What follows belongs to an exercise in optimizing a design on an open flow for small area; a production flow would make more cautious choices. Only simulation tests tie the RTL to the original design; equivalence was not proved. No activity file was given, so power comes from the tool's default toggle rates.

## flow/design.v (module list and top-level ports; edited modules follow where they fit)
// module CompUnit: 989 lines
// module FullAdd: 10 lines
// module SelN: 11 lines
// module AccSelN: 9 lines
// module XnorN: 7 lines
// module XorN: 7 lines
// module OrN: 7 lines
module CompUnit #(
    parameter value_width = 16
) (
    input wire clk,
    input wire [2:0] instr,
    input wire [value_width-1:0] A1,
    input wire [value_width-1:0] A2,
    input wire [value_width-1:0] W1,
    input wire [value_width-1:0] W2,
    output reg [value_width-1:0] out1
);
  // ...
==> flow/flow/run.sh <==
#!/bin/bash
# The standard layout (standard.sh), with two changes:
#  - ABC sees a light load on each output of a module, so it keeps the
#    smallest drive strength instead of upsizing every module output;
#  - the port buffers are the smallest buffer cell.
# Each step's full output goes to its own log in this folder.
set -euo pipefail
export BUFFER_PORTS_ARGS="-buffer_cell sky130_fd_sc_hd__buf_1"
bash standard.sh ABC_LOAD_IN_FF=0.005 synth > synth.log 2>&1
bash standard.sh ABC_LOAD_IN_FF=0.005 finish > finish.log 2>&1
==> flow/standard.sh <==
#!/bin/bash
# synth_recipe.tcl (not shown) runs the flow's synth.tcl, then flattens the netlist and writes it again
# the make line also repeats each setting of config.mk as NAME=value (left out here)
make -C /OpenROAD-flow-scripts/flow DESIGN_CONFIG=/design/flow/config.mk WORK_HOME=/design/flow/orfs CLKGATE_MAP_FILE= SYNTH_SCRIPT=/design/flow/synth_recipe.tcl "${@:-finish}"
==> flow/config.mk <==
export PLATFORM = sky130hd
export DESIGN_NAME = CompUnit
export DESIGN_NICKNAME = CompUnit
export VERILOG_FILES = /design/flow/design.v
export SDC_FILE = /design/flow/constraint.sdc
export NUM_CORES = 4
export LEC_CHECK = 0
export ABC_CLOCK_PERIOD_IN_PS = 10000
export CAP_MARGIN = 0
export CORE_MARGIN = 2
export CORE_UTILIZATION = 40
export CTS_BUF_LIST = sky130_fd_sc_hd__clkbuf_4
export GPL_TIMING_DRIVEN = 0
export PLACE_DENSITY = 0.5
export SLEW_MARGIN = 0
export SYNTH_HIERARCHICAL = 1
==> flow/constraint.sdc <==
create_clock -name core_clock -period 10.0 [get_ports {clk}]
set_input_delay 2.0000 -clock core_clock [delete_from_list [all_inputs] [get_ports {clk}]]
set_output_delay 2.0000 -clock core_clock [all_outputs]
set_load 0.01 [all_outputs]
==> flow_summary.toml, run 1 <==
[floorplan]
die_height_um = 122
floorplan_die_width_um = 122
tapcell.inserted = 180

[worst_setup_path]
crit_path_max_fanout = 17
critical_path.cell_chain = "buf_1 > ha_1 > fa_1 > a222oi_1 > fa_1 > fa_1 > fa_1 > fa_1 > fa_1 > fa_1 > fa_1 > fa_1 > fa_1 > fa_1 > fa_1 > fa_1 > fa_1 > fa_1 > xor2_1"
arrival_ns = 9.86
timing.critical_path.max_delay_family = "adder cells"
worst_ep_required_time_ns = 10.17
setup.worst_path.end = "out1[15]"
startpoint_type = "primary input"

[yosys]
post_synth_and_or_nand_nor_area_fraction = 0.0969
ys_top_cells_by_area = "sky130_fd_sc_hd__fa_1 50%, sky130_fd_sc_hd__a222oi_1 23%, sky130_fd_sc_hd__dfxtp_1 5.8%, sky130_fd_sc_hd__xor2_1 4.9%, sky130_fd_sc_hd__nor3b_1 3.9%"
post_syn_area_sq_um = 5550
synth_compound_gate_area_share = 0.254
post_synth_xor_area_fraction = 0.0662
synth-seq-cells = 16

[clock_tree]
worstSkewPairLatency_ns = 0.29

[layout]
fillerInstances = 1364
multi_input_gates = 415
seqCellArea_sq_um = 320
clock_buffer_count = 3
clkCellAreaFrac = 0.00425
largestRegisters = "out1: 16 flops"
dominant_cells = "multi-input combinational cells"

[run_status]
outcome = "complete, no violations"

[routing]
post_dr_wirelength_cell_um = 26.1
dr_wl_met2_um = 8690
drt_first_iter_violations = 1254
dr_total_vias = 5155

[place]
pre_cts_ws_ns = 0.0232
place.port_buffers = 83

[power]
leakagePower_nw = 1.55
power_frac_seq = 0.112
power_sequential_mw = 0.145
power_density_nw_per_um2 = 209
p_sw_frac = 0.539

[sta]
slew_headroom = 0.155
final_critical_path_setup_slack_ns = 0.311
min_period_ns = 9.69
timing.setup.tns_ns = 0
finalSetupViolCount = 0

[min_path]
min_path_type = "register to register"

[grt]
grt_use_total = 0.258
grt_pass1_vias = 5172
==> run 2: changes to the inputs <==
==> flow/design.v (replaced) <==
module CompUnit #(
    parameter value_width = 16
) (
    input wire clk,
    input wire [2:0] instr,
    input wire [value_width-1:0] A1,
    input wire [value_width-1:0] A2,
    input wire [value_width-1:0] W1,
    input wire [value_width-1:0] W2,
    output reg [value_width-1:0] out1
);
wire t1;
wire tc2;
wire s3;
wire c4;
wire s5;
wire c6;
wire s7;
wire c8;
wire s9;
wire c10;
wire s11;
wire c12;
wire s13;
wire c14;
wire s15;
wire c16;
wire s17;
wire c18;
wire s19;
wire c20;
wire s21;
wire c22;
wire s23;
wire c24;
wire s25;
wire c26;
wire s27;
wire c28;
wire t29;
wire pa0_30;
wire qa0_31;
wire ra0_32;
wire za0_33;
wire na0_0_34;
wire na0_1_35;
wire na0_2_36;
wire na0_3_37;
wire na0_4_38;
wire na0_5_39;
wire na0_6_40;
wire na0_7_41;
wire na0_8_42;
wire na0_9_43;
wire na0_10_44;
wire na0_11_45;
wire na0_12_46;
wire na0_13_47;
wire na0_14_48;
wire na0_15_49;
wire pa1_50;
wire qa1_51;
wire ra1_52;
wire za1_53;
wire na1_0_54;
wire na1_1_55;
wire na1_2_56;
wire na1_3_57;
wire na1_4_58;
wire na1_5_59;
wire na1_6_60;
wire na1_7_61;
wire na1_8_62;
wire na1_9_63;
wire na1_10_64;
wire na1_11_65;
wire na1_12_66;
wire na1_13_67;
wire pa2_68;
wire qa2_69;
wire ra2_70;
wire za2_71;
wire na2_0_72;
wire na2_1_73;
wire na2_2_74;
wire na2_3_75;
wire na2_4_76;
wire na2_5_77;
wire na2_6_78;
wire na2_7_79;
wire na2_8_80;
wire na2_9_81;
wire na2_10_82;
wire na2_11_83;
wire pa3_84;
wire qa3_85;
wire ra3_86;
wire za3_87;
wire na3_0_88;
wire na3_1_89;
wire na3_2_90;
wire na3_3_91;
wire na3_4_92;
wire na3_5_93;
wire na3_6_94;
wire na3_7_95;
wire na3_8_96;
wire na3_9_97;
wire pa4_98;
wire qa4_99;
wire ra4_100;
wire za4_101;
wire na4_0_102;
wire na4_1_103;
wire na4_2_104;
wire na4_3_105;
wire na4_4_106;
wire na4_5_107;
wire na4_6_108;
wire na4_7_109;
wire pa5_110;
wire qa5_111;
wire ra5_112;
wire za5_113;
wire na5_0_114;
wire na5_1_115;
wire na5_2_116;
wire na5_3_117;
wire na5_4_118;
wire na5_5_119;
wire pa6_120;
wire qa6_121;
wire ra6_122;
wire za6_123;
wire na6_0_124;
wire na6_1_125;
wire na6_2_126;
wire na6_3_127;
wire na7_14_128;
wire na7_15_129;
wire na7_15_130;
wire t131;
wire tc132;
wire s133;
wire c134;
wire s135;
wire c136;
wire s137;
wire c138;
wire s139;
wire c140;
wire s141;
wire c142;
wire s143;
wire c144;
wire s145;
wire c146;
wire s147;
wire c148;
wire s149;
wire c150;
wire s151;
wire c152;
wire s153;
wire c154;
wire s155;
wire c156;
wire s157;
wire c158;
wire t159;
wire pb0_160;
wire qb0_161;
wire rb0_162;
wire zb0_163;
wire nb0_0_164;
wire nb0_1_165;
wire nb0_2_166;
wire nb0_3_167;
wire nb0_4_168;
wire nb0_5_169;
wire nb0_6_170;
wire nb0_7_171;
wire nb0_8_172;
wire nb0_9_173;
wire nb0_10_174;
wire nb0_11_175;
wire nb0_12_176;
wire nb0_13_177;
wire nb0_14_178;
wire nb0_15_179;
wire pb1_180;
wire qb1_181;
wire rb1_182;
wire zb1_183;
wire nb1_0_184;
wire nb1_1_185;
wire nb1_2_186;
wire nb1_3_187;
wire nb1_4_188;
wire nb1_5_189;
wire nb1_6_190;
wire nb1_7_191;
wire nb1_8_192;
wire nb1_9_193;
wire nb1_10_194;
wire nb1_11_195;
wire nb1_12_196;
wire nb1_13_197;
wire pb2_198;
wire qb2_199;
wire rb2_200;
wire zb2_201;
wire nb2_0_202;
wire nb2_1_203;
wire nb2_2_204;
wire nb2_3_205;
wire nb2_4_206;
wire nb2_5_207;
wire nb2_6_208;
wire nb2_7_209;
wire nb2_8_210;
wire nb2_9_211;
wire nb2_10_212;
wire nb2_11_213;
wire pb3_214;
wire qb3_215;
wire rb3_216;
wire zb3_217;
wire nb3_0_218;
wire nb3_1_219;
wire nb3_2_220;
wire nb3_3_221;
wire nb3_4_222;
wire nb3_5_223;
wire nb3_6_224;
wire nb3_7_225;
wire nb3_8_226;
wire nb3_9_227;
wire pb4_228;
wire qb4_229;
wire rb4_230;
wire zb4_231;
wire nb4_0_232;
wire nb4_1_233;
wire nb4_2_234;
wire nb4_3_235;
wire nb4_4_236;
wire nb4_5_237;
wire nb4_6_238;
wire nb4_7_239;
wire pb5_240;
wire qb5_241;
wire rb5_242;
wire zb5_243;
wire nb5_0_244;
wire nb5_1_245;
wire nb5_2_246;
wire nb5_3_247;
wire nb5_4_248;
wire nb5_5_249;
wire pb6_250;
wire qb6_251;
wire rb6_252;
wire zb6_253;
wire nb6_0_254;
wire nb6_1_255;
wire nb6_2_256;
wire nb6_3_257;
wire nb7_14_258;
wire nb7_15_259;
wire nb7_15_260;
wire nacc0_261;
wire nacc1_262;
wire nacc2_263;
wire nacc3_264;
wire nacc4_265;
wire nacc5_266;
wire nacc6_267;
wire nacc7_268;
wire nacc8_269;
wire nacc9_270;
wire nacc10_271;
wire nacc11_272;
wire nacc12_273;
wire nacc13_274;
wire nacc14_275;
wire nacc15_276;
wire s277;
wire c278;
wire hs279;
wire hc280;
wire s281;
wire c282;
wire s283;
wire c284;
wire s285;
wire c286;
wire s287;
wire c288;
wire hs289;
wire hc290;
wire s291;
wire c292;
wire s293;
wire c294;
wire s295;
wire c296;
wire s297;
wire c298;
wire s299;
wire c300;
wire s301;
wire c302;
wire s303;
wire c304;
wire s305;
wire c306;
wire hs307;
wire hc308;
wire s309;
wire c310;
wire s311;
wire c312;
wire s313;
wire c314;
wire s315;
wire c316;
wire s317;
wire c318;
wire s319;
wire c320;
wire s321;
wire c322;
wire s323;
wire c324;
wire s325;
wire c326;
wire s327;
wire c328;
wire s329;
wire c330;
wire s331;
wire c332;
wire hs333;
wire hc334;
wire s335;
wire c336;
wire s337;
wire c338;
wire s339;
wire c340;
wire s341;
wire c342;
wire s343;
wire c344;
wire s345;
wire c346;
wire s347;
wire c348;
wire s349;
wire c350;
wire s351;
wire c352;
wire s353;
wire c354;
wire s355;
wire c356;
wire s357;
wire c358;
wire s359;
wire c360;
wire s361;
wire c362;
wire s363;
wire c364;
wire s365;
wire c366;
wire hs367;
wire hc368;
wire s369;
wire c370;
wire s371;
wire c372;
wire s373;
wire c374;
wire s375;
wire c376;
wire s377;
wire c378;
wire s379;
wire c380;
wire s381;
wire c382;
wire s383;
wire c384;
wire s385;
wire c386;
wire s387;
wire c388;
wire s389;
wire c390;
wire s391;
wire c392;
wire s393;
wire c394;
wire s395;
wire c396;
wire s397;
wire c398;
wire s399;
wire c400;
wire s401;
wire c402;
wire s403;
wire c404;
wire s405;
wire c406;
wire s407;
wire c408;
wire hs409;
wire hc410;
wire s411;
wire c412;
wire s413;
wire c414;
wire s415;
wire c416;
wire s417;
wire c418;
wire s419;
wire c420;
wire s421;
wire c422;
wire s423;
wire c424;
wire s425;
wire c426;
wire s427;
wire c428;
wire s429;
wire c430;
wire s431;
wire c432;
wire s433;
wire c434;
wire s435;
wire c436;
wire s437;
wire c438;
wire s439;
wire c440;
wire s441;
wire c442;
wire s443;
wire c444;
wire s445;
wire c446;
wire s447;
wire c448;
wire s449;
wire c450;
wire s451;
wire c452;
wire s453;
wire c454;
wire s455;
wire c456;
wire s457;
wire c458;
wire hs459;
wire hc460;
wire s461;
wire c462;
wire s463;
wire c464;
wire s465;
wire c466;
wire s467;
wire c468;
wire s469;
wire c470;
wire s471;
wire c472;
wire s473;
wire c474;
wire s475;
wire c476;
wire s477;
wire c478;
wire s479;
wire c480;
wire s481;
wire c482;
wire s483;
wire c484;
wire s485;
wire c486;
wire s487;
wire c488;
wire s489;
wire c490;
wire s491;
wire c492;
wire s493;
wire c494;
wire s495;
wire c496;
wire s497;
wire c498;
wire s499;
wire c500;
wire s501;
wire c502;
wire s503;
wire c504;
wire s505;
wire c506;
wire s507;
wire c508;
wire s509;
wire c510;
wire s511;
wire c512;
wire s513;
wire c514;
wire s515;
wire c516;
wire x517;
wire x518;
wire x519;
wire x520;
wire x521;
wire x522;
wire x523;
wire x524;
wire x525;
wire x526;
wire x527;
wire x528;
wire x529;
wire x530;
wire x531;
wire x532;
wire x533;
wire x534;
wire x535;
wire x536;
wire x537;
wire x538;
wire x539;
wire x540;
wire x541;
wire x542;
wire x543;
wire x544;
wire x545;
wire x546;
wire x547;
wire x548;
wire x549;
wire i2 = instr[2], i1 = instr[1], i0 = instr[0];
wire en1 = i2 & i1 & i0;         
wire en2 = i2 & i1;              
wire one = i2 & ~i1 & i0;        
wire keep = i1 | i0;             
wire dbl = i2 & ~i1 & ~i0;       
assign t1 = W1[1] ^ W1[0];
assign tc2 = W1[1] & W1[0];
FullAdd us3 (.a(W1[1]), .b(W1[2]), .ci(tc2), .s(s3), .co(c4));
FullAdd us5 (.a(W1[2]), .b(W1[3]), .ci(c4), .s(s5), .co(c6));
FullAdd us7 (.a(W1[3]), .b(W1[4]), .ci(c6), .s(s7), .co(c8));
FullAdd us9 (.a(W1[4]), .b(W1[5]), .ci(c8), .s(s9), .co(c10));
FullAdd us11 (.a(W1[5]), .b(W1[6]), .ci(c10), .s(s11), .co(c12));
FullAdd us13 (.a(W1[6]), .b(W1[7]), .ci(c12), .s(s13), .co(c14));
FullAdd us15 (.a(W1[7]), .b(W1[8]), .ci(c14), .s(s15), .co(c16));
FullAdd us17 (.a(W1[8]), .b(W1[9]), .ci(c16), .s(s17), .co(c18));
FullAdd us19 (.a(W1[10]), .b(W1[9]), .ci(c18), .s(s19), .co(c20));
FullAdd us21 (.a(W1[10]), .b(W1[11]), .ci(c20), .s(s21), .co(c22));
FullAdd us23 (.a(W1[11]), .b(W1[12]), .ci(c22), .s(s23), .co(c24));
FullAdd us25 (.a(W1[12]), .b(W1[13]), .ci(c24), .s(s25), .co(c26));
FullAdd us27 (.a(W1[13]), .b(W1[14]), .ci(c26), .s(s27), .co(c28));
assign t29 = W1[15] ^ W1[14] ^ c28;
assign pa0_30 = (en1 & ~A1[1] & A1[0]) | one;
assign qa0_31 = en1 & A1[1] & ~A1[0];
assign ra0_32 = en1 & A1[1] & A1[0];
assign za0_33 = (en1 & A1[0]) | one;
assign na0_0_34 = ~(W1[0] & za0_33);
SelN una0_1_35 (.s1(pa0_30), .a(W1[1]), .s2(qa0_31), .b(W1[0]), .s3(ra0_32), .c(t1), .y(na0_1_35));
SelN una0_2_36 (.s1(pa0_30), .a(W1[2]), .s2(qa0_31), .b(W1[1]), .s3(ra0_32), .c(s3), .y(na0_2_36));
SelN una0_3_37 (.s1(pa0_30), .a(W1[3]), .s2(qa0_31), .b(W1[2]), .s3(ra0_32), .c(s5), .y(na0_3_37));
SelN una0_4_38 (.s1(pa0_30), .a(W1[4]), .s2(qa0_31), .b(W1[3]), .s3(ra0_32), .c(s7), .y(na0_4_38));
SelN una0_5_39 (.s1(pa0_30), .a(W1[5]), .s2(qa0_31), .b(W1[4]), .s3(ra0_32), .c(s9), .y(na0_5_39));
SelN una0_6_40 (.s1(pa0_30), .a(W1[6]), .s2(qa0_31), .b(W1[5]), .s3(ra0_32), .c(s11), .y(na0_6_40));
SelN una0_7_41 (.s1(pa0_30), .a(W1[7]), .s2(qa0_31), .b(W1[6]), .s3(ra0_32), .c(s13), .y(na0_7_41));
SelN una0_8_42 (.s1(pa0_30), .a(W1[8]), .s2(qa0_31), .b(W1[7]), .s3(ra0_32), .c(s15), .y(na0_8_42));
SelN una0_9_43 (.s1(pa0_30), .a(W1[9]), .s2(qa0_31), .b(W1[8]), .s3(ra0_32), .c(s17), .y(na0_9_43));
SelN una0_10_44 (.s1(pa0_30), .a(W1[10]), .s2(qa0_31), .b(W1[9]), .s3(ra0_32), .c(s19), .y(na0_10_44));
SelN una0_11_45 (.s1(pa0_30), .a(W1[11]), .s2(qa0_31), .b(W1[10]), .s3(ra0_32), .c(s21), .y(na0_11_45));
SelN una0_12_46 (.s1(pa0_30), .a(W1[12]), .s2(qa0_31), .b(W1[11]), .s3(ra0_32), .c(s23), .y(na0_12_46));
SelN una0_13_47 (.s1(pa0_30), .a(W1[13]), .s2(qa0_31), .b(W1[12]), .s3(ra0_32), .c(s25), .y(na0_13_47));
SelN una0_14_48 (.s1(pa0_30), .a(W1[14]), .s2(qa0_31), .b(W1[13]), .s3(ra0_32), .c(s27), .y(na0_14_48));
SelN una0_15_49 (.s1(pa0_30), .a(W1[15]), .s2(qa0_31), .b(W1[14]), .s3(ra0_32), .c(t29), .y(na0_15_49));
assign pa1_50 = (en1 & ~A1[3] & A1[2]);
assign qa1_51 = en1 & A1[3] & ~A1[2];
assign ra1_52 = en1 & A1[3] & A1[2];
assign za1_53 = (en1 & A1[2]);
assign na1_0_54 = ~(W1[0] & za1_53);
SelN una1_1_55 (.s1(pa1_50), .a(W1[1]), .s2(qa1_51), .b(W1[0]), .s3(ra1_52), .c(t1), .y(na1_1_55));
SelN una1_2_56 (.s1(pa1_50), .a(W1[2]), .s2(qa1_51), .b(W1[1]), .s3(ra1_52), .c(s3), .y(na1_2_56));
SelN una1_3_57 (.s1(pa1_50), .a(W1[3]), .s2(qa1_51), .b(W1[2]), .s3(ra1_52), .c(s5), .y(na1_3_57));
SelN una1_4_58 (.s1(pa1_50), .a(W1[4]), .s2(qa1_51), .b(W1[3]), .s3(ra1_52), .c(s7), .y(na1_4_58));
SelN una1_5_59 (.s1(pa1_50), .a(W1[5]), .s2(qa1_51), .b(W1[4]), .s3(ra1_52), .c(s9), .y(na1_5_59));
SelN una1_6_60 (.s1(pa1_50), .a(W1[6]), .s2(qa1_51), .b(W1[5]), .s3(ra1_52), .c(s11), .y(na1_6_60));
SelN una1_7_61 (.s1(pa1_50), .a(W1[7]), .s2(qa1_51), .b(W1[6]), .s3(ra1_52), .c(s13), .y(na1_7_61));
SelN una1_8_62 (.s1(pa1_50), .a(W1[8]), .s2(qa1_51), .b(W1[7]), .s3(ra1_52), .c(s15), .y(na1_8_62));
SelN una1_9_63 (.s1(pa1_50), .a(W1[9]), .s2(qa1_51), .b(W1[8]), .s3(ra1_52), .c(s17), .y(na1_9_63));
SelN una1_10_64 (.s1(pa1_50), .a(W1[10]), .s2(qa1_51), .b(W1[9]), .s3(ra1_52), .c(s19), .y(na1_10_64));
SelN una1_11_65 (.s1(pa1_50), .a(W1[11]), .s2(qa1_51), .b(W1[10]), .s3(ra1_52), .c(s21), .y(na1_11_65));
SelN una1_12_66 (.s1(pa1_50), .a(W1[12]), .s2(qa1_51), .b(W1[11]), .s3(ra1_52), .c(s23), .y(na1_12_66));
SelN una1_13_67 (.s1(pa1_50), .a(W1[13]), .s2(qa1_51), .b(W1[12]), .s3(ra1_52), .c(s25), .y(na1_13_67));
assign pa2_68 = (en1 & ~A1[5] & A1[4]);
assign qa2_69 = en1 & A1[5] & ~A1[4];
assign ra2_70 = en1 & A1[5] & A1[4];
assign za2_71 = (en1 & A1[4]);
assign na2_0_72 = ~(W1[0] & za2_71);
SelN una2_1_73 (.s1(pa2_68), .a(W1[1]), .s2(qa2_69), .b(W1[0]), .s3(ra2_70), .c(t1), .y(na2_1_73));
SelN una2_2_74 (.s1(pa2_68), .a(W1[2]), .s2(qa2_69), .b(W1[1]), .s3(ra2_70), .c(s3), .y(na2_2_74));
SelN una2_3_75 (.s1(pa2_68), .a(W1[3]), .s2(qa2_69), .b(W1[2]), .s3(ra2_70), .c(s5), .y(na2_3_75));
SelN una2_4_76 (.s1(pa2_68), .a(W1[4]), .s2(qa2_69), .b(W1[3]), .s3(ra2_70), .c(s7), .y(na2_4_76));
SelN una2_5_77 (.s1(pa2_68), .a(W1[5]), .s2(qa2_69), .b(W1[4]), .s3(ra2_70), .c(s9), .y(na2_5_77));
SelN una2_6_78 (.s1(pa2_68), .a(W1[6]), .s2(qa2_69), .b(W1[5]), .s3(ra2_70), .c(s11), .y(na2_6_78));
SelN una2_7_79 (.s1(pa2_68), .a(W1[7]), .s2(qa2_69), .b(W1[6]), .s3(ra2_70), .c(s13), .y(na2_7_79));
SelN una2_8_80 (.s1(pa2_68), .a(W1[8]), .s2(qa2_69), .b(W1[7]), .s3(ra2_70), .c(s15), .y(na2_8_80));
SelN una2_9_81 (.s1(pa2_68), .a(W1[9]), .s2(qa2_69), .b(W1[8]), .s3(ra2_70), .c(s17), .y(na2_9_81));
SelN una2_10_82 (.s1(pa2_68), .a(W1[10]), .s2(qa2_69), .b(W1[9]), .s3(ra2_70), .c(s19), .y(na2_10_82));
SelN una2_11_83 (.s1(pa2_68), .a(W1[11]), .s2(qa2_69), .b(W1[10]), .s3(ra2_70), .c(s21), .y(na2_11_83));
assign pa3_84 = (en1 & ~A1[7] & A1[6]);
assign qa3_85 = en1 & A1[7] & ~A1[6];
assign ra3_86 = en1 & A1[7] & A1[6];
assign za3_87 = (en1 & A1[6]);
assign na3_0_88 = ~(W1[0] & za3_87);
SelN una3_1_89 (.s1(pa3_84), .a(W1[1]), .s2(qa3_85), .b(W1[0]), .s3(ra3_86), .c(t1), .y(na3_1_89));
SelN una3_2_90 (.s1(pa3_84), .a(W1[2]), .s2(qa3_85), .b(W1[1]), .s3(ra3_86), .c(s3), .y(na3_2_90));
SelN una3_3_91 (.s1(pa3_84), .a(W1[3]), .s2(qa3_85), .b(W1[2]), .s3(ra3_86), .c(s5), .y(na3_3_91));
SelN una3_4_92 (.s1(pa3_84), .a(W1[4]), .s2(qa3_85), .b(W1[3]), .s3(ra3_86), .c(s7), .y(na3_4_92));
SelN una3_5_93 (.s1(pa3_84), .a(W1[5]), .s2(qa3_85), .b(W1[4]), .s3(ra3_86), .c(s9), .y(na3_5_93));
SelN una3_6_94 (.s1(pa3_84), .a(W1[6]), .s2(qa3_85), .b(W1[5]), .s3(ra3_86), .c(s11), .y(na3_6_94));
SelN una3_7_95 (.s1(pa3_84), .a(W1[7]), .s2(qa3_85), .b(W1[6]), .s3(ra3_86), .c(s13), .y(na3_7_95));
SelN una3_8_96 (.s1(pa3_84), .a(W1[8]), .s2(qa3_85), .b(W1[7]), .s3(ra3_86), .c(s15), .y(na3_8_96));
SelN una3_9_97 (.s1(pa3_84), .a(W1[9]), .s2(qa3_85), .b(W1[8]), .s3(ra3_86), .c(s17), .y(na3_9_97));
assign pa4_98 = (en1 & ~A1[9] & A1[8]);
assign qa4_99 = en1 & A1[9] & ~A1[8];
assign ra4_100 = en1 & A1[9] & A1[8];
assign za4_101 = (en1 & A1[8]);
assign na4_0_102 = ~(W1[0] & za4_101);
SelN una4_1_103 (.s1(pa4_98), .a(W1[1]), .s2(qa4_99), .b(W1[0]), .s3(ra4_100), .c(t1), .y(na4_1_103));
SelN una4_2_104 (.s1(pa4_98), .a(W1[2]), .s2(qa4_99), .b(W1[1]), .s3(ra4_100), .c(s3), .y(na4_2_104));
SelN una4_3_105 (.s1(pa4_98), .a(W1[3]), .s2(qa4_99), .b(W1[2]), .s3(ra4_100), .c(s5), .y(na4_3_105));
SelN una4_4_106 (.s1(pa4_98), .a(W1[4]), .s2(qa4_99), .b(W1[3]), .s3(ra4_100), .c(s7), .y(na4_4_106));
SelN una4_5_107 (.s1(pa4_98), .a(W1[5]), .s2(qa4_99), .b(W1[4]), .s3(ra4_100), .c(s9), .y(na4_5_107));
SelN una4_6_108 (.s1(pa4_98), .a(W1[6]), .s2(qa4_99), .b(W1[5]), .s3(ra4_100), .c(s11), .y(na4_6_108));
SelN una4_7_109 (.s1(pa4_98), .a(W1[7]), .s2(qa4_99), .b(W1[6]), .s3(ra4_100), .c(s13), .y(na4_7_109));
assign pa5_110 = (en1 & ~A1[11] & A1[10]);
assign qa5_111 = en1 & A1[11] & ~A1[10];
assign ra5_112 = en1 & A1[11] & A1[10];
assign za5_113 = (en1 & A1[10]);
assign na5_0_114 = ~(W1[0] & za5_113);
SelN una5_1_115 (.s1(pa5_110), .a(W1[1]), .s2(qa5_111), .b(W1[0]), .s3(ra5_112), .c(t1), .y(na5_1_115));
SelN una5_2_116 (.s1(pa5_110), .a(W1[2]), .s2(qa5_111), .b(W1[1]), .s3(ra5_112), .c(s3), .y(na5_2_116));
SelN una5_3_117 (.s1(pa5_110), .a(W1[3]), .s2(qa5_111), .b(W1[2]), .s3(ra5_112), .c(s5), .y(na5_3_117));
SelN una5_4_118 (.s1(pa5_110), .a(W1[4]), .s2(qa5_111), .b(W1[3]), .s3(ra5_112), .c(s7), .y(na5_4_118));
SelN una5_5_119 (.s1(pa5_110), .a(W1[5]), .s2(qa5_111), .b(W1[4]), .s3(ra5_112), .c(s9), .y(na5_5_119));
assign pa6_120 = (en1 & ~A1[13] & A1[12]);
assign qa6_121 = en1 & A1[13] & ~A1[12];
assign ra6_122 = en1 & A1[13] & A1[12];
assign za6_123 = (en1 & A1[12]);
assign na6_0_124 = ~(W1[0] & za6_123);
SelN una6_1_125 (.s1(pa6_120), .a(W1[1]), .s2(qa6_121), .b(W1[0]), .s3(ra6_122), .c(t1), .y(na6_1_125));
SelN una6_2_126 (.s1(pa6_120), .a(W1[2]), .s2(qa6_121), .b(W1[1]), .s3(ra6_122), .c(s3), .y(na6_2_126));
SelN una6_3_127 (.s1(pa6_120), .a(W1[3]), .s2(qa6_121), .b(W1[2]), .s3(ra6_122), .c(s5), .y(na6_3_127));
assign na7_14_128 = ~(en1 & A1[14] & W1[0]);
assign na7_15_129 = ~(en1 & A1[14] & W1[1]);
assign na7_15_130 = ~(en1 & A1[15] & W1[0]);
assign t131 = W2[1] ^ W2[0];
assign tc132 = W2[1] & W2[0];
FullAdd us133 (.a(W2[1]), .b(W2[2]), .ci(tc132), .s(s133), .co(c134));
FullAdd us135 (.a(W2[2]), .b(W2[3]), .ci(c134), .s(s135), .co(c136));
FullAdd us137 (.a(W2[3]), .b(W2[4]), .ci(c136), .s(s137), .co(c138));
FullAdd us139 (.a(W2[4]), .b(W2[5]), .ci(c138), .s(s139), .co(c140));
FullAdd us141 (.a(W2[5]), .b(W2[6]), .ci(c140), .s(s141), .co(c142));
FullAdd us143 (.a(W2[6]), .b(W2[7]), .ci(c142), .s(s143), .co(c144));
FullAdd us145 (.a(W2[7]), .b(W2[8]), .ci(c144), .s(s145), .co(c146));
FullAdd us147 (.a(W2[8]), .b(W2[9]), .ci(c146), .s(s147), .co(c148));
FullAdd us149 (.a(W2[10]), .b(W2[9]), .ci(c148), .s(s149), .co(c150));
FullAdd us151 (.a(W2[10]), .b(W2[11]), .ci(c150), .s(s151), .co(c152));
FullAdd us153 (.a(W2[11]), .b(W2[12]), .ci(c152), .s(s153), .co(c154));
FullAdd us155 (.a(W2[12]), .b(W2[13]), .ci(c154), .s(s155), .co(c156));
FullAdd us157 (.a(W2[13]), .b(W2[14]), .ci(c156), .s(s157), .co(c158));
assign t159 = W2[15] ^ W2[14] ^ c158;
assign pb0_160 = (en2 & ~A2[1] & A2[0]) | one;
assign qb0_161 = en2 & A2[1] & ~A2[0];
assign rb0_162 = en2 & A2[1] & A2[0];
assign zb0_163 = (en2 & A2[0]) | one;
assign nb0_0_164 = ~(W2[0] & zb0_163);
SelN unb0_1_165 (.s1(pb0_160), .a(W2[1]), .s2(qb0_161), .b(W2[0]), .s3(rb0_162), .c(t131), .y(nb0_1_165));
SelN unb0_2_166 (.s1(pb0_160), .a(W2[2]), .s2(qb0_161), .b(W2[1]), .s3(rb0_162), .c(s133), .y(nb0_2_166));
SelN unb0_3_167 (.s1(pb0_160), .a(W2[3]), .s2(qb0_161), .b(W2[2]), .s3(rb0_162), .c(s135), .y(nb0_3_167));
SelN unb0_4_168 (.s1(pb0_160), .a(W2[4]), .s2(qb0_161), .b(W2[3]), .s3(rb0_162), .c(s137), .y(nb0_4_168));
SelN unb0_5_169 (.s1(pb0_160), .a(W2[5]), .s2(qb0_161), .b(W2[4]), .s3(rb0_162), .c(s139), .y(nb0_5_169));
SelN unb0_6_170 (.s1(pb0_160), .a(W2[6]), .s2(qb0_161), .b(W2[5]), .s3(rb0_162), .c(s141), .y(nb0_6_170));
SelN unb0_7_171 (.s1(pb0_160), .a(W2[7]), .s2(qb0_161), .b(W2[6]), .s3(rb0_162), .c(s143), .y(nb0_7_171));
SelN unb0_8_172 (.s1(pb0_160), .a(W2[8]), .s2(qb0_161), .b(W2[7]), .s3(rb0_162), .c(s145), .y(nb0_8_172));
SelN unb0_9_173 (.s1(pb0_160), .a(W2[9]), .s2(qb0_161), .b(W2[8]), .s3(rb0_162), .c(s147), .y(nb0_9_173));
SelN unb0_10_174 (.s1(pb0_160), .a(W2[10]), .s2(qb0_161), .b(W2[9]), .s3(rb0_162), .c(s149), .y(nb0_10_174));
SelN unb0_11_175 (.s1(pb0_160), .a(W2[11]), .s2(qb0_161), .b(W2[10]), .s3(rb0_162), .c(s151), .y(nb0_11_175));
SelN unb0_12_176 (.s1(pb0_160), .a(W2[12]), .s2(qb0_161), .b(W2[11]), .s3(rb0_162), .c(s153), .y(nb0_12_176));
SelN unb0_13_177 (.s1(pb0_160), .a(W2[13]), .s2(qb0_161), .b(W2[12]), .s3(rb0_162), .c(s155), .y(nb0_13_177));
SelN unb0_14_178 (.s1(pb0_160), .a(W2[14]), .s2(qb0_161), .b(W2[13]), .s3(rb0_162), .c(s157), .y(nb0_14_178));
SelN unb0_15_179 (.s1(pb0_160), .a(W2[15]), .s2(qb0_161), .b(W2[14]), .s3(rb0_162), .c(t159), .y(nb0_15_179));
assign pb1_180 = (en2 & ~A2[3] & A2[2]);
assign qb1_181 = en2 & A2[3] & ~A2[2];
assign rb1_182 = en2 & A2[3] & A2[2];
assign zb1_183 = (en2 & A2[2]);
assign nb1_0_184 = ~(W2[0] & zb1_183);
SelN unb1_1_185 (.s1(pb1_180), .a(W2[1]), .s2(qb1_181), .b(W2[0]), .s3(rb1_182), .c(t131), .y(nb1_1_185));
SelN unb1_2_186 (.s1(pb1_180), .a(W2[2]), .s2(qb1_181), .b(W2[1]), .s3(rb1_182), .c(s133), .y(nb1_2_186));
SelN unb1_3_187 (.s1(pb1_180), .a(W2[3]), .s2(qb1_181), .b(W2[2]), .s3(rb1_182), .c(s135), .y(nb1_3_187));
SelN unb1_4_188 (.s1(pb1_180), .a(W2[4]), .s2(qb1_181), .b(W2[3]), .s3(rb1_182), .c(s137), .y(nb1_4_188));
SelN unb1_5_189 (.s1(pb1_180), .a(W2[5]), .s2(qb1_181), .b(W2[4]), .s3(rb1_182), .c(s139), .y(nb1_5_189));
SelN unb1_6_190 (.s1(pb1_180), .a(W2[6]), .s2(qb1_181), .b(W2[5]), .s3(rb1_182), .c(s141), .y(nb1_6_190));
SelN unb1_7_191 (.s1(pb1_180), .a(W2[7]), .s2(qb1_181), .b(W2[6]), .s3(rb1_182), .c(s143), .y(nb1_7_191));
SelN unb1_8_192 (.s1(pb1_180), .a(W2[8]), .s2(qb1_181), .b(W2[7]), .s3(rb1_182), .c(s145), .y(nb1_8_192));
SelN unb1_9_193 (.s1(pb1_180), .a(W2[9]), .s2(qb1_181), .b(W2[8]), .s3(rb1_182), .c(s147), .y(nb1_9_193));
SelN unb1_10_194 (.s1(pb1_180), .a(W2[10]), .s2(qb1_181), .b(W2[9]), .s3(rb1_182), .c(s149), .y(nb1_10_194));
SelN unb1_11_195 (.s1(pb1_180), .a(W2[11]), .s2(qb1_181), .b(W2[10]), .s3(rb1_182), .c(s151), .y(nb1_11_195));
SelN unb1_12_196 (.s1(pb1_180), .a(W2[12]), .s2(qb1_181), .b(W2[11]), .s3(rb1_182), .c(s153), .y(nb1_12_196));
SelN unb1_13_197 (.s1(pb1_180), .a(W2[13]), .s2(qb1_181), .b(W2[12]), .s3(rb1_182), .c(s155), .y(nb1_13_197));
assign pb2_198 = (en2 & ~A2[5] & A2[4]);
assign qb2_199 = en2 & A2[5] & ~A2[4];
assign rb2_200 = en2 & A2[5] & A2[4];
assign zb2_201 = (en2 & A2[4]);
assign nb2_0_202 = ~(W2[0] & zb2_201);
SelN unb2_1_203 (.s1(pb2_198), .a(W2[1]), .s2(qb2_199), .b(W2[0]), .s3(rb2_200), .c(t131), .y(nb2_1_203));
SelN unb2_2_204 (.s1(pb2_198), .a(W2[2]), .s2(qb2_199), .b(W2[1]), .s3(rb2_200), .c(s133), .y(nb2_2_204));
SelN unb2_3_205 (.s1(pb2_198), .a(W2[3]), .s2(qb2_199), .b(W2[2]), .s3(rb2_200), .c(s135), .y(nb2_3_205));
SelN unb2_4_206 (.s1(pb2_198), .a(W2[4]), .s2(qb2_199), .b(W2[3]), .s3(rb2_200), .c(s137), .y(nb2_4_206));
SelN unb2_5_207 (.s1(pb2_198), .a(W2[5]), .s2(qb2_199), .b(W2[4]), .s3(rb2_200), .c(s139), .y(nb2_5_207));
SelN unb2_6_208 (.s1(pb2_198), .a(W2[6]), .s2(qb2_199), .b(W2[5]), .s3(rb2_200), .c(s141), .y(nb2_6_208));
SelN unb2_7_209 (.s1(pb2_198), .a(W2[7]), .s2(qb2_199), .b(W2[6]), .s3(rb2_200), .c(s143), .y(nb2_7_209));
SelN unb2_8_210 (.s1(pb2_198), .a(W2[8]), .s2(qb2_199), .b(W2[7]), .s3(rb2_200), .c(s145), .y(nb2_8_210));
SelN unb2_9_211 (.s1(pb2_198), .a(W2[9]), .s2(qb2_199), .b(W2[8]), .s3(rb2_200), .c(s147), .y(nb2_9_211));
SelN unb2_10_212 (.s1(pb2_198), .a(W2[10]), .s2(qb2_199), .b(W2[9]), .s3(rb2_200), .c(s149), .y(nb2_10_212));
SelN unb2_11_213 (.s1(pb2_198), .a(W2[11]), .s2(qb2_199), .b(W2[10]), .s3(rb2_200), .c(s151), .y(nb2_11_213));
assign pb3_214 = (en2 & ~A2[7] & A2[6]);
assign qb3_215 = en2 & A2[7] & ~A2[6];
assign rb3_216 = en2 & A2[7] & A2[6];
assign zb3_217 = (en2 & A2[6]);
assign nb3_0_218 = ~(W2[0] & zb3_217);
SelN unb3_1_219 (.s1(pb3_214), .a(W2[1]), .s2(qb3_215), .b(W2[0]), .s3(rb3_216), .c(t131), .y(nb3_1_219));
SelN unb3_2_220 (.s1(pb3_214), .a(W2[2]), .s2(qb3_215), .b(W2[1]), .s3(rb3_216), .c(s133), .y(nb3_2_220));
SelN unb3_3_221 (.s1(pb3_214), .a(W2[3]), .s2(qb3_215), .b(W2[2]), .s3(rb3_216), .c(s135), .y(nb3_3_221));
SelN unb3_4_222 (.s1(pb3_214), .a(W2[4]), .s2(qb3_215), .b(W2[3]), .s3(rb3_216), .c(s137), .y(nb3_4_222));
SelN unb3_5_223 (.s1(pb3_214), .a(W2[5]), .s2(qb3_215), .b(W2[4]), .s3(rb3_216), .c(s139), .y(nb3_5_223));
SelN unb3_6_224 (.s1(pb3_214), .a(W2[6]), .s2(qb3_215), .b(W2[5]), .s3(rb3_216), .c(s141), .y(nb3_6_224));
SelN unb3_7_225 (.s1(pb3_214), .a(W2[7]), .s2(qb3_215), .b(W2[6]), .s3(rb3_216), .c(s143), .y(nb3_7_225));
SelN unb3_8_226 (.s1(pb3_214), .a(W2[8]), .s2(qb3_215), .b(W2[7]), .s3(rb3_216), .c(s145), .y(nb3_8_226));
SelN unb3_9_227 (.s1(pb3_214), .a(W2[9]), .s2(qb3_215), .b(W2[8]), .s3(rb3_216), .c(s147), .y(nb3_9_227));
assign pb4_228 = (en2 & ~A2[9] & A2[8]);
assign qb4_229 = en2 & A2[9] & ~A2[8];
assign rb4_230 = en2 & A2[9] & A2[8];
assign zb4_231 = (en2 & A2[8]);
assign nb4_0_232 = ~(W2[0] & zb4_231);
SelN unb4_1_233 (.s1(pb4_228), .a(W2[1]), .s2(qb4_229), .b(W2[0]), .s3(rb4_230), .c(t131), .y(nb4_1_233));
SelN unb4_2_234 (.s1(pb4_228), .a(W2[2]), .s2(qb4_229), .b(W2[1]), .s3(rb4_230), .c(s133), .y(nb4_2_234));
SelN unb4_3_235 (.s1(pb4_228), .a(W2[3]), .s2(qb4_229), .b(W2[2]), .s3(rb4_230), .c(s135), .y(nb4_3_235));
SelN unb4_4_236 (.s1(pb4_228), .a(W2[4]), .s2(qb4_229), .b(W2[3]), .s3(rb4_230), .c(s137), .y(nb4_4_236));
SelN unb4_5_237 (.s1(pb4_228), .a(W2[5]), .s2(qb4_229), .b(W2[4]), .s3(rb4_230), .c(s139), .y(nb4_5_237));
SelN unb4_6_238 (.s1(pb4_228), .a(W2[6]), .s2(qb4_229), .b(W2[5]), .s3(rb4_230), .c(s141), .y(nb4_6_238));
SelN unb4_7_239 (.s1(pb4_228), .a(W2[7]), .s2(qb4_229), .b(W2[6]), .s3(rb4_230), .c(s143), .y(nb4_7_239));
assign pb5_240 = (en2 & ~A2[11] & A2[10]);
assign qb5_241 = en2 & A2[11] & ~A2[10];
assign rb5_242 = en2 & A2[11] & A2[10];
assign zb5_243 = (en2 & A2[10]);
assign nb5_0_244 = ~(W2[0] & zb5_243);
SelN unb5_1_245 (.s1(pb5_240), .a(W2[1]), .s2(qb5_241), .b(W2[0]), .s3(rb5_242), .c(t131), .y(nb5_1_245));
SelN unb5_2_246 (.s1(pb5_240), .a(W2[2]), .s2(qb5_241), .b(W2[1]), .s3(rb5_242), .c(s133), .y(nb5_2_246));
SelN unb5_3_247 (.s1(pb5_240), .a(W2[3]), .s2(qb5_241), .b(W2[2]), .s3(rb5_242), .c(s135), .y(nb5_3_247));
SelN unb5_4_248 (.s1(pb5_240), .a(W2[4]), .s2(qb5_241), .b(W2[3]), .s3(rb5_242), .c(s137), .y(nb5_4_248));
SelN unb5_5_249 (.s1(pb5_240), .a(W2[5]), .s2(qb5_241), .b(W2[4]), .s3(rb5_242), .c(s139), .y(nb5_5_249));
assign pb6_250 = (en2 & ~A2[13] & A2[12]);
assign qb6_251 = en2 & A2[13] & ~A2[12];
assign rb6_252 = en2 & A2[13] & A2[12];
assign zb6_253 = (en2 & A2[12]);
assign nb6_0_254 = ~(W2[0] & zb6_253);
SelN unb6_1_255 (.s1(pb6_250), .a(W2[1]), .s2(qb6_251), .b(W2[0]), .s3(rb6_252), .c(t131), .y(nb6_1_255));
SelN unb6_2_256 (.s1(pb6_250), .a(W2[2]), .s2(qb6_251), .b(W2[1]), .s3(rb6_252), .c(s133), .y(nb6_2_256));
SelN unb6_3_257 (.s1(pb6_250), .a(W2[3]), .s2(qb6_251), .b(W2[2]), .s3(rb6_252), .c(s135), .y(nb6_3_257));
assign nb7_14_258 = ~(en2 & A2[14] & W2[0]);
assign nb7_15_259 = ~(en2 & A2[14] & W2[1]);
assign nb7_15_260 = ~(en2 & A2[15] & W2[0]);
assign nacc0_261 = ~(keep & out1[0]);
AccSelN unacc1_262 (.k(keep), .a(out1[1]), .d(dbl), .b(out1[0]), .y(nacc1_262));
AccSelN unacc2_263 (.k(keep), .a(out1[2]), .d(dbl), .b(out1[1]), .y(nacc2_263));
AccSelN unacc3_264 (.k(keep), .a(out1[3]), .d(dbl), .b(out1[2]), .y(nacc3_264));
AccSelN unacc4_265 (.k(keep), .a(out1[4]), .d(dbl), .b(out1[3]), .y(nacc4_265));
AccSelN unacc5_266 (.k(keep), .a(out1[5]), .d(dbl), .b(out1[4]), .y(nacc5_266));
AccSelN unacc6_267 (.k(keep), .a(out1[6]), .d(dbl), .b(out1[5]), .y(nacc6_267));
AccSelN unacc7_268 (.k(keep), .a(out1[7]), .d(dbl), .b(out1[6]), .y(nacc7_268));
AccSelN unacc8_269 (.k(keep), .a(out1[8]), .d(dbl), .b(out1[7]), .y(nacc8_269));
AccSelN unacc9_270 (.k(keep), .a(out1[9]), .d(dbl), .b(out1[8]), .y(nacc9_270));
AccSelN unacc10_271 (.k(keep), .a(out1[10]), .d(dbl), .b(out1[9]), .y(nacc10_271));
AccSelN unacc11_272 (.k(keep), .a(out1[11]), .d(dbl), .b(out1[10]), .y(nacc11_272));
AccSelN unacc12_273 (.k(keep), .a(out1[12]), .d(dbl), .b(out1[11]), .y(nacc12_273));
AccSelN unacc13_274 (.k(keep), .a(out1[13]), .d(dbl), .b(out1[12]), .y(nacc13_274));
AccSelN unacc14_275 (.k(keep), .a(out1[14]), .d(dbl), .b(out1[13]), .y(nacc14_275));
AccSelN unacc15_276 (.k(keep), .a(out1[15]), .d(dbl), .b(out1[14]), .y(nacc15_276));
FullAdd us277 (.a(nacc0_261), .b(na0_0_34), .ci(nb0_0_164), .s(s277), .co(c278));
XnorN uhs279 (.a(nacc1_262), .b(na0_1_35), .y(hs279));
OrN uhc280 (.a(nacc1_262), .b(na0_1_35), .y(hc280));
FullAdd us281 (.a(nb0_1_165), .b(hs279), .ci(c278), .s(s281), .co(c282));
FullAdd us283 (.a(nacc2_263), .b(na1_0_54), .ci(nb1_0_184), .s(s283), .co(c284));
FullAdd us285 (.a(na0_2_36), .b(nb0_2_166), .ci(hc280), .s(s285), .co(c286));
FullAdd us287 (.a(s283), .b(s285), .ci(c282), .s(s287), .co(c288));
XnorN uhs289 (.a(nacc3_264), .b(na1_1_55), .y(hs289));
OrN uhc290 (.a(nacc3_264), .b(na1_1_55), .y(hc290));
FullAdd us291 (.a(nb1_1_185), .b(hs289), .ci(c284), .s(s291), .co(c292));
FullAdd us293 (.a(na0_3_37), .b(nb0_3_167), .ci(c286), .s(s293), .co(c294));
FullAdd us295 (.a(s291), .b(s293), .ci(c288), .s(s295), .co(c296));
FullAdd us297 (.a(nacc4_265), .b(na2_0_72), .ci(nb2_0_202), .s(s297), .co(c298));
FullAdd us299 (.a(na1_2_56), .b(nb1_2_186), .ci(hc290), .s(s299), .co(c300));
FullAdd us301 (.a(s297), .b(s299), .ci(c292), .s(s301), .co(c302));
FullAdd us303 (.a(na0_4_38), .b(nb0_4_168), .ci(c294), .s(s303), .co(c304));
FullAdd us305 (.a(s301), .b(s303), .ci(c296), .s(s305), .co(c306));
XnorN uhs307 (.a(nacc5_266), .b(na2_1_73), .y(hs307));
OrN uhc308 (.a(nacc5_266), .b(na2_1_73), .y(hc308));
FullAdd us309 (.a(nb2_1_203), .b(hs307), .ci(c298), .s(s309), .co(c310));
FullAdd us311 (.a(na1_3_57), .b(nb1_3_187), .ci(c300), .s(s311), .co(c312));
FullAdd us313 (.a(s309), .b(s311), .ci(c302), .s(s313), .co(c314));
FullAdd us315 (.a(na0_5_39), .b(nb0_5_169), .ci(c304), .s(s315), .co(c316));
FullAdd us317 (.a(s313), .b(s315), .ci(c306), .s(s317), .co(c318));
FullAdd us319 (.a(nacc6_267), .b(na3_0_88), .ci(nb3_0_218), .s(s319), .co(c320));
FullAdd us321 (.a(na2_2_74), .b(nb2_2_204), .ci(hc308), .s(s321), .co(c322));
FullAdd us323 (.a(s319), .b(s321), .ci(c310), .s(s323), .co(c324));
FullAdd us325 (.a(na1_4_58), .b(nb1_4_188), .ci(c312), .s(s325), .co(c326));
FullAdd us327 (.a(s323), .b(s325), .ci(c314), .s(s327), .co(c328));
FullAdd us329 (.a(na0_6_40), .b(nb0_6_170), .ci(c316), .s(s329), .co(c330));
FullAdd us331 (.a(s327), .b(s329), .ci(c318), .s(s331), .co(c332));
XnorN uhs333 (.a(nacc7_268), .b(na3_1_89), .y(hs333));
OrN uhc334 (.a(nacc7_268), .b(na3_1_89), .y(hc334));
FullAdd us335 (.a(nb3_1_219), .b(hs333), .ci(c320), .s(s335), .co(c336));
FullAdd us337 (.a(na2_3_75), .b(nb2_3_205), .ci(c322), .s(s337), .co(c338));
FullAdd us339 (.a(s335), .b(s337), .ci(c324), .s(s339), .co(c340));
FullAdd us341 (.a(na1_5_59), .b(nb1_5_189), .ci(c326), .s(s341), .co(c342));
FullAdd us343 (.a(s339), .b(s341), .ci(c328), .s(s343), .co(c344));
FullAdd us345 (.a(na0_7_41), .b(nb0_7_171), .ci(c330), .s(s345), .co(c346));
FullAdd us347 (.a(s343), .b(s345), .ci(c332), .s(s347), .co(c348));
FullAdd us349 (.a(nacc8_269), .b(na4_0_102), .ci(nb4_0_232), .s(s349), .co(c350));
FullAdd us351 (.a(na3_2_90), .b(nb3_2_220), .ci(hc334), .s(s351), .co(c352));
FullAdd us353 (.a(s349), .b(s351), .ci(c336), .s(s353), .co(c354));
FullAdd us355 (.a(na2_4_76), .b(nb2_4_206), .ci(c338), .s(s355), .co(c356));
FullAdd us357 (.a(s353), .b(s355), .ci(c340), .s(s357), .co(c358));
FullAdd us359 (.a(na1_6_60), .b(nb1_6_190), .ci(c342), .s(s359), .co(c360));
FullAdd us361 (.a(s357), .b(s359), .ci(c344), .s(s361), .co(c362));
FullAdd us363 (.a(na0_8_42), .b(nb0_8_172), .ci(c346), .s(s363), .co(c364));
FullAdd us365 (.a(s361), .b(s363), .ci(c348), .s(s365), .co(c366));
XnorN uhs367 (.a(nacc9_270), .b(na4_1_103), .y(hs367));
OrN uhc368 (.a(nacc9_270), .b(na4_1_103), .y(hc368));
FullAdd us369 (.a(nb4_1_233), .b(hs367), .ci(c350), .s(s369), .co(c370));
FullAdd us371 (.a(na3_3_91), .b(nb3_3_221), .ci(c352), .s(s371), .co(c372));
FullAdd us373 (.a(s369), .b(s371), .ci(c354), .s(s373), .co(c374));
FullAdd us375 (.a(na2_5_77), .b(nb2_5_207), .ci(c356), .s(s375), .co(c376));
FullAdd us377 (.a(s373), .b(s375), .ci(c358), .s(s377), .co(c378));
FullAdd us379 (.a(na1_7_61), .b(nb1_7_191), .ci(c360), .s(s379), .co(c380));
FullAdd us381 (.a(s377), .b(s379), .ci(c362), .s(s381), .co(c382));
FullAdd us383 (.a(na0_9_43), .b(nb0_9_173), .ci(c364), .s(s383), .co(c384));
FullAdd us385 (.a(s381), .b(s383), .ci(c366), .s(s385), .co(c386));
FullAdd us387 (.a(nacc10_271), .b(na5_0_114), .ci(nb5_0_244), .s(s387), .co(c388));
FullAdd us389 (.a(na4_2_104), .b(nb4_2_234), .ci(hc368), .s(s389), .co(c390));
FullAdd us391 (.a(s387), .b(s389), .ci(c370), .s(s391), .co(c392));
FullAdd us393 (.a(na3_4_92), .b(nb3_4_222), .ci(c372), .s(s393), .co(c394));
FullAdd us395 (.a(s391), .b(s393), .ci(c374), .s(s395), .co(c396));
FullAdd us397 (.a(na2_6_78), .b(nb2_6_208), .ci(c376), .s(s397), .co(c398));
FullAdd us399 (.a(s395), .b(s397), .ci(c378), .s(s399), .co(c400));
FullAdd us401 (.a(na1_8_62), .b(nb1_8_192), .ci(c380), .s(s401), .co(c402));
FullAdd us403 (.a(s399), .b(s401), .ci(c382), .s(s403), .co(c404));
FullAdd us405 (.a(na0_10_44), .b(nb0_10_174), .ci(c384), .s(s405), .co(c406));
FullAdd us407 (.a(s403), .b(s405), .ci(c386), .s(s407), .co(c408));
XnorN uhs409 (.a(nacc11_272), .b(na5_1_115), .y(hs409));
OrN uhc410 (.a(nacc11_272), .b(na5_1_115), .y(hc410));
FullAdd us411 (.a(nb5_1_245), .b(hs409), .ci(c388), .s(s411), .co(c412));
FullAdd us413 (.a(na4_3_105), .b(nb4_3_235), .ci(c390), .s(s413), .co(c414));
FullAdd us415 (.a(s411), .b(s413), .ci(c392), .s(s415), .co(c416));
FullAdd us417 (.a(na3_5_93), .b(nb3_5_223), .ci(c394), .s(s417), .co(c418));
FullAdd us419 (.a(s415), .b(s417), .ci(c396), .s(s419), .co(c420));
FullAdd us421 (.a(na2_7_79), .b(nb2_7_209), .ci(c398), .s(s421), .co(c422));
FullAdd us423 (.a(s419), .b(s421), .ci(c400), .s(s423), .co(c424));
FullAdd us425 (.a(na1_9_63), .b(nb1_9_193), .ci(c402), .s(s425), .co(c426));
FullAdd us427 (.a(s423), .b(s425), .ci(c404), .s(s427), .co(c428));
FullAdd us429 (.a(na0_11_45), .b(nb0_11_175), .ci(c406), .s(s429), .co(c430));
FullAdd us431 (.a(s427), .b(s429), .ci(c408), .s(s431), .co(c432));
FullAdd us433 (.a(nacc12_273), .b(na6_0_124), .ci(nb6_0_254), .s(s433), .co(c434));
FullAdd us435 (.a(na5_2_116), .b(nb5_2_246), .ci(hc410), .s(s435), .co(c436));
FullAdd us437 (.a(s433), .b(s435), .ci(c412), .s(s437), .co(c438));
FullAdd us439 (.a(na4_4_106), .b(nb4_4_236), .ci(c414), .s(s439), .co(c440));
FullAdd us441 (.a(s437), .b(s439), .ci(c416), .s(s441), .co(c442));
FullAdd us443 (.a(na3_6_94), .b(nb3_6_224), .ci(c418), .s(s443), .co(c444));
FullAdd us445 (.a(s441), .b(s443), .ci(c420), .s(s445), .co(c446));
FullAdd us447 (.a(na2_8_80), .b(nb2_8_210), .ci(c422), .s(s447), .co(c448));
FullAdd us449 (.a(s445), .b(s447), .ci(c424), .s(s449), .co(c450));
FullAdd us451 (.a(na1_10_64), .b(nb1_10_194), .ci(c426), .s(s451), .co(c452));
FullAdd us453 (.a(s449), .b(s451), .ci(c428), .s(s453), .co(c454));
FullAdd us455 (.a(na0_12_46), .b(nb0_12_176), .ci(c430), .s(s455), .co(c456));
FullAdd us457 (.a(s453), .b(s455), .ci(c432), .s(s457), .co(c458));
XnorN uhs459 (.a(nacc13_274), .b(na6_1_125), .y(hs459));
OrN uhc460 (.a(nacc13_274), .b(na6_1_125), .y(hc460));
FullAdd us461 (.a(nb6_1_255), .b(hs459), .ci(c434), .s(s461), .co(c462));
FullAdd us463 (.a(na5_3_117), .b(nb5_3_247), .ci(c436), .s(s463), .co(c464));
FullAdd us465 (.a(s461), .b(s463), .ci(c438), .s(s465), .co(c466));
FullAdd us467 (.a(na4_5_107), .b(nb4_5_237), .ci(c440), .s(s467), .co(c468));
FullAdd us469 (.a(s465), .b(s467), .ci(c442), .s(s469), .co(c470));
FullAdd us471 (.a(na3_7_95), .b(nb3_7_225), .ci(c444), .s(s471), .co(c472));
FullAdd us473 (.a(s469), .b(s471), .ci(c446), .s(s473), .co(c474));
FullAdd us475 (.a(na2_9_81), .b(nb2_9_211), .ci(c448), .s(s475), .co(c476));
FullAdd us477 (.a(s473), .b(s475), .ci(c450), .s(s477), .co(c478));
FullAdd us479 (.a(na1_11_65), .b(nb1_11_195), .ci(c452), .s(s479), .co(c480));
FullAdd us481 (.a(s477), .b(s479), .ci(c454), .s(s481), .co(c482));
FullAdd us483 (.a(na0_13_47), .b(nb0_13_177), .ci(c456), .s(s483), .co(c484));
FullAdd us485 (.a(s481), .b(s483), .ci(c458), .s(s485), .co(c486));
FullAdd us487 (.a(nacc14_275), .b(na7_14_128), .ci(nb7_14_258), .s(s487), .co(c488));
FullAdd us489 (.a(na6_2_126), .b(nb6_2_256), .ci(hc460), .s(s489), .co(c490));
FullAdd us491 (.a(s487), .b(s489), .ci(c462), .s(s491), .co(c492));
FullAdd us493 (.a(na5_4_118), .b(nb5_4_248), .ci(c464), .s(s493), .co(c494));
FullAdd us495 (.a(s491), .b(s493), .ci(c466), .s(s495), .co(c496));
FullAdd us497 (.a(na4_6_108), .b(nb4_6_238), .ci(c468), .s(s497), .co(c498));
FullAdd us499 (.a(s495), .b(s497), .ci(c470), .s(s499), .co(c500));
FullAdd us501 (.a(na3_8_96), .b(nb3_8_226), .ci(c472), .s(s501), .co(c502));
FullAdd us503 (.a(s499), .b(s501), .ci(c474), .s(s503), .co(c504));
FullAdd us505 (.a(na2_10_82), .b(nb2_10_212), .ci(c476), .s(s505), .co(c506));
FullAdd us507 (.a(s503), .b(s505), .ci(c478), .s(s507), .co(c508));
FullAdd us509 (.a(na1_12_66), .b(nb1_12_196), .ci(c480), .s(s509), .co(c510));
FullAdd us511 (.a(s507), .b(s509), .ci(c482), .s(s511), .co(c512));
FullAdd us513 (.a(na0_14_48), .b(nb0_14_178), .ci(c484), .s(s513), .co(c514));
FullAdd us515 (.a(s511), .b(s513), .ci(c486), .s(s515), .co(c516));
XorN ux517 (.a(nacc15_276), .b(na7_15_129), .y(x517));
XorN ux518 (.a(na7_15_130), .b(nb7_15_259), .y(x518));
XorN ux519 (.a(nb7_15_260), .b(x517), .y(x519));
XorN ux520 (.a(x518), .b(x519), .y(x520));
XorN ux521 (.a(c488), .b(na6_3_127), .y(x521));
XorN ux522 (.a(nb6_3_257), .b(c490), .y(x522));
XorN ux523 (.a(x520), .b(x521), .y(x523));
XorN ux524 (.a(x522), .b(x523), .y(x524));
XorN ux525 (.a(x524), .b(c492), .y(x525));
XorN ux526 (.a(na5_5_119), .b(nb5_5_249), .y(x526));
XorN ux527 (.a(c494), .b(x525), .y(x527));
XorN ux528 (.a(x526), .b(x527), .y(x528));
XorN ux529 (.a(x528), .b(c496), .y(x529));
XorN ux530 (.a(na4_7_109), .b(nb4_7_239), .y(x530));
XorN ux531 (.a(c498), .b(x529), .y(x531));
XorN ux532 (.a(x530), .b(x531), .y(x532));
XorN ux533 (.a(x532), .b(c500), .y(x533));
XorN ux534 (.a(na3_9_97), .b(nb3_9_227), .y(x534));
XorN ux535 (.a(c502), .b(x533), .y(x535));
XorN ux536 (.a(x534), .b(x535), .y(x536));
XorN ux537 (.a(x536), .b(c504), .y(x537));
XorN ux538 (.a(na2_11_83), .b(nb2_11_213), .y(x538));
XorN ux539 (.a(c506), .b(x537), .y(x539));
XorN ux540 (.a(x538), .b(x539), .y(x540));
XorN ux541 (.a(x540), .b(c508), .y(x541));
XorN ux542 (.a(na1_13_67), .b(nb1_13_197), .y(x542));
XorN ux543 (.a(c510), .b(x541), .y(x543));
XorN ux544 (.a(x542), .b(x543), .y(x544));
XorN ux545 (.a(na0_15_49), .b(nb0_15_179), .y(x545));
XorN ux546 (.a(x544), .b(c512), .y(x546));
XorN ux547 (.a(x545), .b(c514), .y(x547));
XorN ux548 (.a(x546), .b(x547), .y(x548));
XorN ux549 (.a(x548), .b(c516), .y(x549));
wire [15:0] nxt = {x549, ~s515, ~s485, ~s457, ~s431, ~s407, ~s385, ~s365, ~s347, ~s331, ~s317, ~s305, ~s295, ~s287, ~s281, ~s277};
always @(posedge clk) begin
    out1 <= nxt;
end
endmodule
module FullAdd (
    input wire a,
    input wire b,
    input wire ci,
    output wire s,
    output wire co
);
assign s = a ^ b ^ ci;
assign co = (a & b) | (ci & (a ^ b));
endmodule
module SelN (
    input wire s1,
    input wire a,
    input wire s2,
    input wire b,
    input wire s3,
    input wire c,
    output wire y
);
assign y = ~((s1 & a) | (s2 & b) | (s3 & c));
endmodule
module AccSelN (
    input wire k,
    input wire a,
    input wire d,
    input wire b,
    output wire y
);
assign y = ~((k & a) | (d & b));
endmodule
module XnorN (
    input wire a,
    input wire b,
    output wire y
);
assign y = ~(a ^ b);
endmodule
module XorN (
    input wire a,
    input wire b,
    output wire y
);
assign y = a ^ b;
endmodule
module OrN (
    input wire a,
    input wire b,
    output wire y
);
assign y = a | b;
endmodule
==> flow/config.mk (replaced) <==
export PLATFORM = sky130hd
export DESIGN_NAME = CompUnit
export DESIGN_NICKNAME = CompUnit
export VERILOG_FILES = /design/flow/design.v
export SDC_FILE = /design/flow/constraint.sdc
export NUM_CORES = 4
export LEC_CHECK = 0
export ABC_CLOCK_PERIOD_IN_PS = 10000
export CAP_MARGIN = 0
export CELL_PAD_IN_SITES_DETAIL_PLACEMENT = 1
export CELL_PAD_IN_SITES_GLOBAL_PLACEMENT = 1
export CORE_MARGIN = 2
export CORE_UTILIZATION = 40
export CTS_BUF_LIST = sky130_fd_sc_hd__clkbuf_4
export CTS_CLUSTER_SIZE = 20
export GPL_TIMING_DRIVEN = 0
export PLACE_DENSITY = 0.5
export SLEW_MARGIN = 0
export SYNTH_HIERARCHICAL = 1
==> flow_summary.toml, run 2 <==
[worst_setup_path]
worst_ep_required_time_ns = 10.17
rrSetupSlack_ns = 3.25
critical_path.cell_chain = "buf_1 > ha_1 > fa_1 > a222oi_1 > fa_1 > fa_1 > fa_1 > fa_1 > fa_1 > fa_1 > fa_1 > fa_1 > fa_1 > fa_1 > fa_1 > fa_1 > fa_1 > fa_1 > xor2_1"
reg2regPathDepth = 17
timing.critical_path.slowest_stage_cell = "sky130_fd_sc_hd__buf_1"
critical_path.max_stage_delay_ns = 0.71
setup.worst_path.end_class = "register"
arrival_ns = 9.88
timing.rr.end = "out1[15]"
timing.critical_path.mode_cell = "sky130_fd_sc_hd__fa_1"
startpoint_type = "primary input"
worstReg2RegStart = "out1[1]"
crit_path_max_fanout = 17
criticalPathCategory = "primary input to register"

[sta]
final_critical_path_setup_slack_ns = 0.284
finalSetupViolCount = 0
finalClockSkew_ns = 0.0101
max_clock_freq_ghz = 0.103
slew_headroom = 0.144
setup_repair_after_global_routing_missed_its_margin = "no"
final_hold_viol_count = 0
fin_worst_hold_slack_ns = 0.655
post-route-period-util = 0.972
max_slew.worst_pin.slew_ns = 1.28
min_period_ns = 9.72
timing.setup.tns_ns = 0
maxSlewViolCount = 0

[power]
clockPowerShare = 0.025
leakagePower_nw = 1.56
internal-power_mw = 0.627
p_sw_frac = 0.547
power.total_mw = 1.39
comb_power_share = 0.870
total_switching_power_mw = 0.759
power_frac_seq = 0.105
power_density_nw_per_um2 = 225
worst_ir_drop_vdd_mv = 0.185

[floorplan]
dieArea_sq_um = 14700
std_cell_rows = 42
core_area_sq_um = 13300
floorplan.initialDensity = 0.413
floorplan_die_width_um = 121
ioPinCount = 84
die_height_um = 121

[clock_tree]
cts.clk_slew.worst_paths_ns = 0.08
clock_tree.htree_level_count = 1
clock-sinks = 16
worstSkewPairLatency_ns = 0.29
root_buffer = "sky130_fd_sc_hd__clkbuf_4"
clock_path_buffers = 2
cts_made_buffers = 3
tritoncts = "built"
cts-hold-fix-buffers = 0

[layout]
diodes = 0
post_route_cells_drive_above_1_share = 0.0554
design_area_sq_um = 6170
largestRegisters = "out1: 16 flops"
max_ffs_per_register = 16
seqCellArea_sq_um = 320
multi_input_area_sq_um = 5140
utilization = 0.463
layout.nets = 753
commonest_non_fill_non_tap_cells_in_the_layout = "139 x sky130_fd_sc_hd__fa_1, 126 x sky130_fd_sc_hd__a222oi_1, 83 x sky130_fd_sc_hd__buf_1"
fillerInstances = 1469
area_delta_synth_final_pct = 12.0
final_common_cell = "sky130_fd_sc_hd__fa_1"
regMostFlops = "out1"
final-instance-count-excl-fill = 718

[yosys]
synthesis.instances = 451
ys_top_cells_by_area = "sky130_fd_sc_hd__fa_1 50%, sky130_fd_sc_hd__a222oi_1 23%, sky130_fd_sc_hd__dfxtp_1 5.8%, sky130_fd_sc_hd__xor2_1 5.2%, sky130_fd_sc_hd__nor3b_1 3.4%"
post_synth.cell_area_avg_sq_um = 12.2
mappedNetlistNets = 660
synth_area_leader_cell = "sky130_fd_sc_hd__fa_1"
post_synth_most_frequent_cells = "139 x sky130_fd_sc_hd__fa_1, 126 x sky130_fd_sc_hd__a222oi_1, 33 x sky130_fd_sc_hd__xor2_1, 25 x sky130_fd_sc_hd__nor3b_1, 21 x sky130_fd_sc_hd__nand2_1"
synth-seq-cells = 16
postSynth.topFlopCell = "sky130_fd_sc_hd__dfxtp_1"
yosysSeqAreaShare = 0.0581
synth_enable_flop_cells = 0
yosysMostFrequentCell = "sky130_fd_sc_hd__fa_1"
post_syn_area_sq_um = 5510
ys.warnings.count = 7
post_synth_and_or_nand_nor_area_fraction = 0.0910
synth_compound_gate_area_share = 0.252
postSynth.asyncResetShare = 0
main_combinational_cell_family_by_area_after_synthesis = "adder cells"
post_synth_mux_area_share = 0
yosysUniqueCellTypes = 28
yosys.area.top_type_share = 0.505
post_synth_xor_area_fraction = 0.0699
synth_adder_area_share = 0.509

[routing]
avgViaCountPerCell = 7.27
drtAntennaViolNets = 0
wl_um = 21000
drt-pass1-iter-count = 12
highest-signal-layer = "met4"
detail_route.drc_violations = 0
dr_total_vias = 5223
dr_wl_met2_um = 9660
wl_met1_um = 8320
wl_met3_um = 2330
drt_first_iter_violations = 1051
post_dr_wirelength_cell_um = 29.3

[run]
max-cap-violations = 0

[place]
pre_cts_ws_ns = -0.110
place.port_buffers = 83
gpl.final_weighted_congestion = 0.893
numPlacedInstances = 715
place_area_sq_um = 6130
dp.final_hpwl_um = 16800

[run_status]
outcome = "complete, no violations"

[min_path]
worstHoldEndpoint = "out1[0]"
whs_path_depth = 3
min_path_type = "register to register"
min_from = "out1[0]"

[grt]
antenna_found_initial = 0
largest_net_degree_at_the_start_of_global_routing = 18
grt_pass1_vias = 5473
grt_overflow = 0
grt_pass1_wl_um = 31800
grt_use_total = 0.287
## run 2: what timing repair did
action	4_1_cts	5_1_grt
resized for setup	0	1
setup buffers	0	0
endpoints found under the setup margin	0	2
## run 2: worst max-delay path by stage
stage	from	slack (ns)	endpoint
6_report	W2[1]	0.28	out1[15]
5_1_grt	W2[1]	0.06	out1[15]
4_1_cts	instr[0]	0.18	out1[15]
3_5_place_dp	instr[0]	-0.11	out1[15]
3_3_place_gp	instr[1]	-0.65	out1[15]
2_1_floorplan	instr[2]	0.77	out1[15]
## run 2: logic make-up (layout without fill, tap and decap cells)
| kind of cell | after synthesis | in the layout |
|---|---|---|
| XOR/XNOR | 44 | 44 |
| AND/OR/NAND/NOR | 84 | 84 |
| adder cells (fa/ha/maj) | 141 | 141 |
| AO/OA/AOI/OAI | 144 | 144 |
| buffers and inverters | 22 | 113 |
| flip-flops | 16 | 16 |
## run 2: per-module statistics from Yosys (local to each module, per instance)
module / times used / flops+latches / cells
AccSelN: 15 / 0 / 1
CompUnit: 1 / 16 / 124
FullAdd: 139 / 0 / 1
OrN: 7 / 0 / 1
SelN: 126 / 0 / 1
XnorN: 7 / 0 / 1
XorN: 33 / 0 / 1
## run 2: layout make-up
cell class	instances	share of cell area
Clock buffer	3	0.00365
Sequential cell	16	0.0519
Timing Repair Buffer	88	0.0586
Multi-Input combinational cell	413	0.833
Inverter	16	0.00973
Buffer	6	0.00770
Tap cell	176	0.0357
## run 2: metal layers
metal,global-route usage,vias to the layer above
met5,0,-
met4,0.0941,0
met3,0.0320,38
met2,0.451,360
met1,0.416,2712
li1,-,2113
## run 2: worst max-delay path: cells and delay by family
family                   cells  cell delay [ns]
adder cells (fa/ha/maj)     16             6.54
XOR/XNOR                     1             0.19
buffers and inverters        1             0.71
AO/OA/AOI/OAI                1             0.43
## run 2: power by group through the flow
stage                     registers [mW]  logic, mW  clock network, mW
after global placement             0.145       1.20                  0
after global routing               0.149       1.34             0.0367
after detailed placement           0.148       1.22                  0
final                              0.146       1.21             0.0342
after CTS                          0.146       1.23             0.0343
after floorplan                    0.155      0.758                  0

## what the ideal ports hide
Ports are ideal in the flow. The routed layouts listed here were re-timed in OpenROAD.
Step 1, drivers: a clkbuf_16 drives clk and a buf_2 each remaining input, both assumed.
Step 2, shift: input delay + t, output delay - t, t = (earliest + latest rising clock arrival at the registers) / 2. This alone moves slack from input paths to output paths.
Slacks: no drivers / after step 1 / after step 2; pairs: no drivers / after step 1.
run	shift t [ns]	slack for setup (ns)
run 1	0.301	0.311 / 0.299 / -0.002
run 2	0.306	0.284 / 0.278 / -0.028
With both steps, setup timing fails in run 1 and run 2, where it was met with ideal ports.
